This design comes from an exercise in tuning for small area and a short achievable clock period on the open sky130 flow, not from production work.
At most, simulation tests tie the RTL to the original design; equivalence was not proved.
No activity file was given, so power comes from the tool's default toggle rates.

Setup of main:
// riscv_core_ref
module riscv_core_ref (
input clk,
input rstn,
output [31:0] instr_mem_addr,
input  [31:0] instr_mem_rdata,
output [31:0] data_mem_addr,
output        data_mem_write,
output [31:0] data_mem_wdata,
input  [31:0] data_mem_rdata
);
wire [31:0] ins = instr_mem_rdata;
wire [6:0]  op  = ins[6:0];
wire [2:0]  f3  = ins[14:12];
wire [4:0]  rd  = ins[11:7];
wire [4:0]  ra  = ins[19:15];
wire [4:0]  rb  = ins[24:20];
wire        sg  = ins[31];
wire op_lui   = (op == 7'b0110111);
wire op_auipc = (op == 7'b0010111);
wire op_jal   = (op == 7'b1101111);
wire op_jalr  = (op == 7'b1100111) & (f3 == 3'b000);
wire op_br    = (op == 7'b1100011) & (f3[2:1] != 2'b01);
wire op_imm   = (op == 7'b0010011) &
                ((f3 == 3'b001) ? (ins[31:26] == 6'b000000) :
                 (f3 == 3'b101) ? ((ins[31:26] == 6'b000000) | (ins[31:26] == 6'b010000)) :
                 1'b1);
wire op_reg   = (op == 7'b0110011) &
                ((ins[31:25] == 7'b0000000) |
                 ((ins[31:25] == 7'b0100000) & ((f3 == 3'b000) | (f3 == 3'b101))));
wire op_load  = (op == 7'b0000011) & (f3 != 3'b011) & (f3[2:1] != 2'b11);
wire op_store = (op == 7'b0100011) & (f3[2] == 1'b0) & (f3[1:0] != 2'b11);
wire op_link  = op_jal | op_jalr;
wire rf_we    = (op_lui | op_auipc | op_link | op_imm | op_reg | op_load) & (rd != 5'd0);
wire [31:0] i_im = {{21{sg}}, ins[30:20]};
wire [31:0] s_im = {{21{sg}}, ins[30:25], ins[11:7]};
wire [31:0] b_im = {{20{sg}}, ins[7], ins[30:25], ins[11:8], 1'b0};
wire [31:0] u_im = {ins[31:12], 12'b0};
wire [31:0] j_im = {{12{sg}}, ins[19:12], ins[20], ins[30:21], 1'b0};
reg  [31:0] rf [1:31];
reg  [31:1] vld;
wire [31:0] wdn;
wire [3:0] pa_lo, pb_lo;
wire [7:0] pa_hi, pb_hi;
genvar gi, gj;
generate
for (gi = 0; gi < 4; gi = gi + 1) begin : g_plo
    assign pa_lo[gi] = (ra[1:0] == gi);
    assign pb_lo[gi] = (rb[1:0] == gi);
end
for (gi = 0; gi < 8; gi = gi + 1) begin : g_phi
    assign pa_hi[gi] = (ra[4:2] == gi);
    assign pb_hi[gi] = (rb[4:2] == gi);
end
endgenerate
  ...
Size: roughly 5,300 cells after synthesis, ~0.058 mm^2 of cells after synthesis.
==> flow/config.mk <==
export PLATFORM = sky130hd
export DESIGN_NAME = riscv_core_ref
export DESIGN_NICKNAME = riscv_core_ref
export VERILOG_FILES = /design/flow/design.v
export SDC_FILE = /design/flow/constraint.sdc
export NUM_CORES = 4
export LEC_CHECK = 0
export CAP_MARGIN = 20
export CORE_MARGIN = 2
export CORE_UTILIZATION = 45
export CTS_CLUSTER_DIAMETER = 80
export CTS_CLUSTER_SIZE = 20
export PLACE_DENSITY = 0.6
export SETUP_SLACK_MARGIN = 3.8
export SLEW_MARGIN = 20
export SYNTH_HIERARCHICAL = 1
==> flow/constraint.sdc <==
create_clock -name core_clock -period 12.0 [get_ports {clk}]
set_input_delay 2.4000 -clock core_clock [delete_from_list [all_inputs] [get_ports {clk}]]
set_output_delay 2.4000 -clock core_clock [all_outputs]
set_load 0.01 [all_outputs]
standard.sh (not shown) runs the stock make flow with config.mk's settings and CLKGATE_MAP_FILE= SYNTH_SCRIPT=/design/flow/synth_recipe.tcl, a recipe that flattens the netlist after the stock synthesis.
==> flow/flow/run.sh <==
#!/bin/bash
# Own layout flow: the standard synthesis unchanged, then the standard ORFS
# layout with the I/O port buffers made from buf_4 and the delay cells kept
# out of the resizer's choices.  Each step's output goes to its own log here.
set -euo pipefail
DU="sky130_fd_sc_hd__probe_p_8 sky130_fd_sc_hd__probec_p_8 sky130_fd_sc_hd__lpflow_bleeder_1 sky130_fd_sc_hd__lpflow_clkbufkapwr_1 sky130_fd_sc_hd__lpflow_clkbufkapwr_16 sky130_fd_sc_hd__lpflow_clkbufkapwr_2 sky130_fd_sc_hd__lpflow_clkbufkapwr_4 sky130_fd_sc_hd__lpflow_clkbufkapwr_8 sky130_fd_sc_hd__lpflow_clkinvkapwr_1 sky130_fd_sc_hd__lpflow_clkinvkapwr_16 sky130_fd_sc_hd__lpflow_clkinvkapwr_2 sky130_fd_sc_hd__lpflow_clkinvkapwr_4 sky130_fd_sc_hd__lpflow_clkinvkapwr_8 sky130_fd_sc_hd__lpflow_decapkapwr_12 sky130_fd_sc_hd__lpflow_decapkapwr_3 sky130_fd_sc_hd__lpflow_decapkapwr_4 sky130_fd_sc_hd__lpflow_decapkapwr_6 sky130_fd_sc_hd__lpflow_decapkapwr_8 sky130_fd_sc_hd__lpflow_inputiso0n_1 sky130_fd_sc_hd__lpflow_inputiso0p_1 sky130_fd_sc_hd__lpflow_inputiso1n_1 sky130_fd_sc_hd__lpflow_inputiso1p_1 sky130_fd_sc_hd__lpflow_inputisolatch_1 sky130_fd_sc_hd__lpflow_isobufsrc_1 sky130_fd_sc_hd__lpflow_isobufsrc_16 sky130_fd_sc_hd__lpflow_isobufsrc_2 sky130_fd_sc_hd__lpflow_isobufsrc_4 sky130_fd_sc_hd__lpflow_isobufsrc_8 sky130_fd_sc_hd__lpflow_isobufsrckapwr_16 sky130_fd_sc_hd__lpflow_lsbuf_lh_hl_isowell_tap_1 sky130_fd_sc_hd__lpflow_lsbuf_lh_hl_isowell_tap_2 sky130_fd_sc_hd__lpflow_lsbuf_lh_hl_isowell_tap_4 sky130_fd_sc_hd__lpflow_lsbuf_lh_isowell_4 sky130_fd_sc_hd__lpflow_lsbuf_lh_isowell_tap_1 sky130_fd_sc_hd__lpflow_lsbuf_lh_isowell_tap_2 sky130_fd_sc_hd__lpflow_lsbuf_lh_isowell_tap_4"
DU="$DU sky130_fd_sc_hd__clkdlybuf4s15_1 sky130_fd_sc_hd__clkdlybuf4s15_2 sky130_fd_sc_hd__clkdlybuf4s18_1 sky130_fd_sc_hd__clkdlybuf4s18_2 sky130_fd_sc_hd__clkdlybuf4s25_1 sky130_fd_sc_hd__clkdlybuf4s25_2 sky130_fd_sc_hd__clkdlybuf4s50_1 sky130_fd_sc_hd__clkdlybuf4s50_2 sky130_fd_sc_hd__dlygate4sd1_1 sky130_fd_sc_hd__dlygate4sd2_1 sky130_fd_sc_hd__dlygate4sd3_1 sky130_fd_sc_hd__dlymetal6s2s_1 sky130_fd_sc_hd__dlymetal6s4s_1 sky130_fd_sc_hd__dlymetal6s6s_1"
bash standard.sh synth > std_synth.log 2>&1
bash standard.sh "DONT_USE_CELLS=$DU" "BUFFER_PORTS_ARGS=-buffer_cell sky130_fd_sc_hd__buf_4" finish > std_layout.log 2>&1
The following lists how the feature branch was set up differently from main:
diff --git a/flow/design.v b/flow/design.v
--- a/flow/design.v
+++ b/flow/design.v
@@ -156,32 +156,32 @@
     case (f3[1:0])
         2'b00:   ld = {{24{ldb[7] & ~f3[2]}}, ldb};
         2'b01:   ld = {{16{ldh[15] & ~f3[2]}}, ldh};
         default: ld = data_mem_rdata;
     endcase
 end
 wire        wb_alu  = ~(op_load | op_lui | op_auipc | op_link);
 wire        s_sum   = wb_alu & (f3 == 3'b000);
 wire        s_sh    = wb_alu & (f3[1:0] == 2'b01);
-wire        s_xor   = wb_alu & (f3 == 3'b100);
-wire        s_or    = wb_alu & (f3 == 3'b110);
-wire        s_and   = wb_alu & (f3 == 3'b111);
-wire [31:0] wb_early = op_lui   ? u_im :
-                       op_auipc ? pc_sum :
-                       op_link  ? pc4 : 32'b0;
-wire [31:0] wb_l1n, wb_l2n, wb_rest;
-generate
-for (gj = 0; gj < 32; gj = gj + 1) begin : g_wr
-    c_a222oi u_l1 (.a1(x_xor[gj]), .a2(s_xor), .b1(x_or[gj]), .b2(s_or), .c1(x_and[gj]), .c2(s_and), .y(wb_l1n[gj]));
-    c_a21oi  u_l2 (.a1(ld[gj]), .a2(op_load), .b1(wb_early[gj]), .y(wb_l2n[gj]));
-    c_nand2  u_r  (.a(wb_l1n[gj]), .b(wb_l2n[gj]), .y(wb_rest[gj]));
+reg  [31:0] alu_rest;
+always @(*) begin
+    case (f3)
+        3'b100:  alu_rest = x_xor;
+        3'b110:  alu_rest = x_or;
+        3'b111:  alu_rest = x_and;
+        default: alu_rest = 32'b0;
+    endcase
 end
-endgenerate
+wire [31:0] wb_rest = op_load  ? ld :
+                      op_lui   ? u_im :
+                      op_auipc ? pc_sum :
+                      op_link  ? pc4 :
+                                 alu_rest;
 wire        s_lt    = wb_alu & (f3 == 3'b010);
 wire        s_ltu   = wb_alu & (f3 == 3'b011);
 wire        rest0_1 = wb_rest[0] | (s_lt & lt1) | (s_ltu & ltu1);
 wire        rest0_0 = wb_rest[0] | (s_lt & lt0) | (s_ltu & ltu0);
 wire        rest0;
 c_mux2 u_r0 (.d0(rest0_0), .d1(rest0_1), .s(c31), .y(rest0));
 generate
 for (gj = 0; gj < 32; gj = gj + 1) begin : g_wb
     if (gj == 0) begin : g_b0
@@ -2340,21 +2340,18 @@
 module c_o21ai (input a1, input a2, input b1, output y);
 assign y = ~((a1 | a2) & b1);
 endmodule
 module c_o22ai (input a1, input a2, input b1, input b2, output y);
 assign y = ~((a1 | a2) & (b1 | b2));
 endmodule
 module c_xor2 (input a, input b, output y);
 assign y = a ^ b;
 endmodule
-module c_a222oi (input a1, input a2, input b1, input b2, input c1, input c2, output y);
-assign y = ~((a1 & a2) | (b1 & b2) | (c1 & c2));
-endmodule
 module c_a221oi (input a1, input a2, input b1, input b2, input c1, output y);
 assign y = ~((a1 & a2) | (b1 & b2) | c1);
 endmodule
 module c_mux2i (input d0, input d1, input s, output y);
 assign y = ~(s ? d1 : d0);
 endmodule
 module c_mux2 (input d0, input d1, input s, output y);
 assign y = s ? d1 : d0;
 endmodule
==> comparison <==
- Changes observed in the feature branch relative to main: final area level; placed wire-length estimate after detailed placement moved up; proportion of cell area occupied by multi-input gates moved down; fmax level; clock-net power level.
- In terms of flip-flop and latch count, the feature branch and main differ only marginally.
- When the final numbers for main and the feature branch were put side by side, the power turned out to be smaller in main.
- Taking main as the reference, in the feature branch post-route worst hold slack -0.047 ns; average instance area after synthesis ~0 delta; slack of the critical path +0.014 ns; share of the clock period used by the worst path ~0 delta.
- The feature branch vs main — global-route wire length before repair dropped slightly
No functional check of the RTL was part of the feature branch.

==> separate check: timing with driven ports <==
In the flow no input, the clock included, has a driving cell. The finished layouts below were timed again as built, in two steps.
Step 1 (the two cells are an assumption about what drives the block):
set clk [get_ports {clk}]
set_driving_cell -lib_cell sky130_fd_sc_hd__clkbuf_16 $clk
set_driving_cell -lib_cell sky130_fd_sc_hd__buf_2 [delete_from_list [all_inputs] $clk]
Step 2 adds t to the input delays and takes it off the output delays; t is the mean of the earliest and latest rising clock arrival at the registers after step 1. Input paths then give back, and output paths get back, about the clock's delay inside the block.
Three values: ideal ports, drivers, drivers and shift; two values: the first two.
run | t, ns | setup slack, ns | worst setup path after step 2 | worst register clock-pin slew, ns
main | 0.790 | 3.460 / 3.425 / 3.159 | input to register | 0.09 / 0.09
the feature branch | 0.766 | 3.474 / 3.443 / 2.999 | input to register | 0.09 / 0.09
After both steps setup and hold are still met in every run listed. For the feature branch, which loses most, drivers alone change the setup slack by -0.031 ns; drivers and shift together by -0.475 ns.
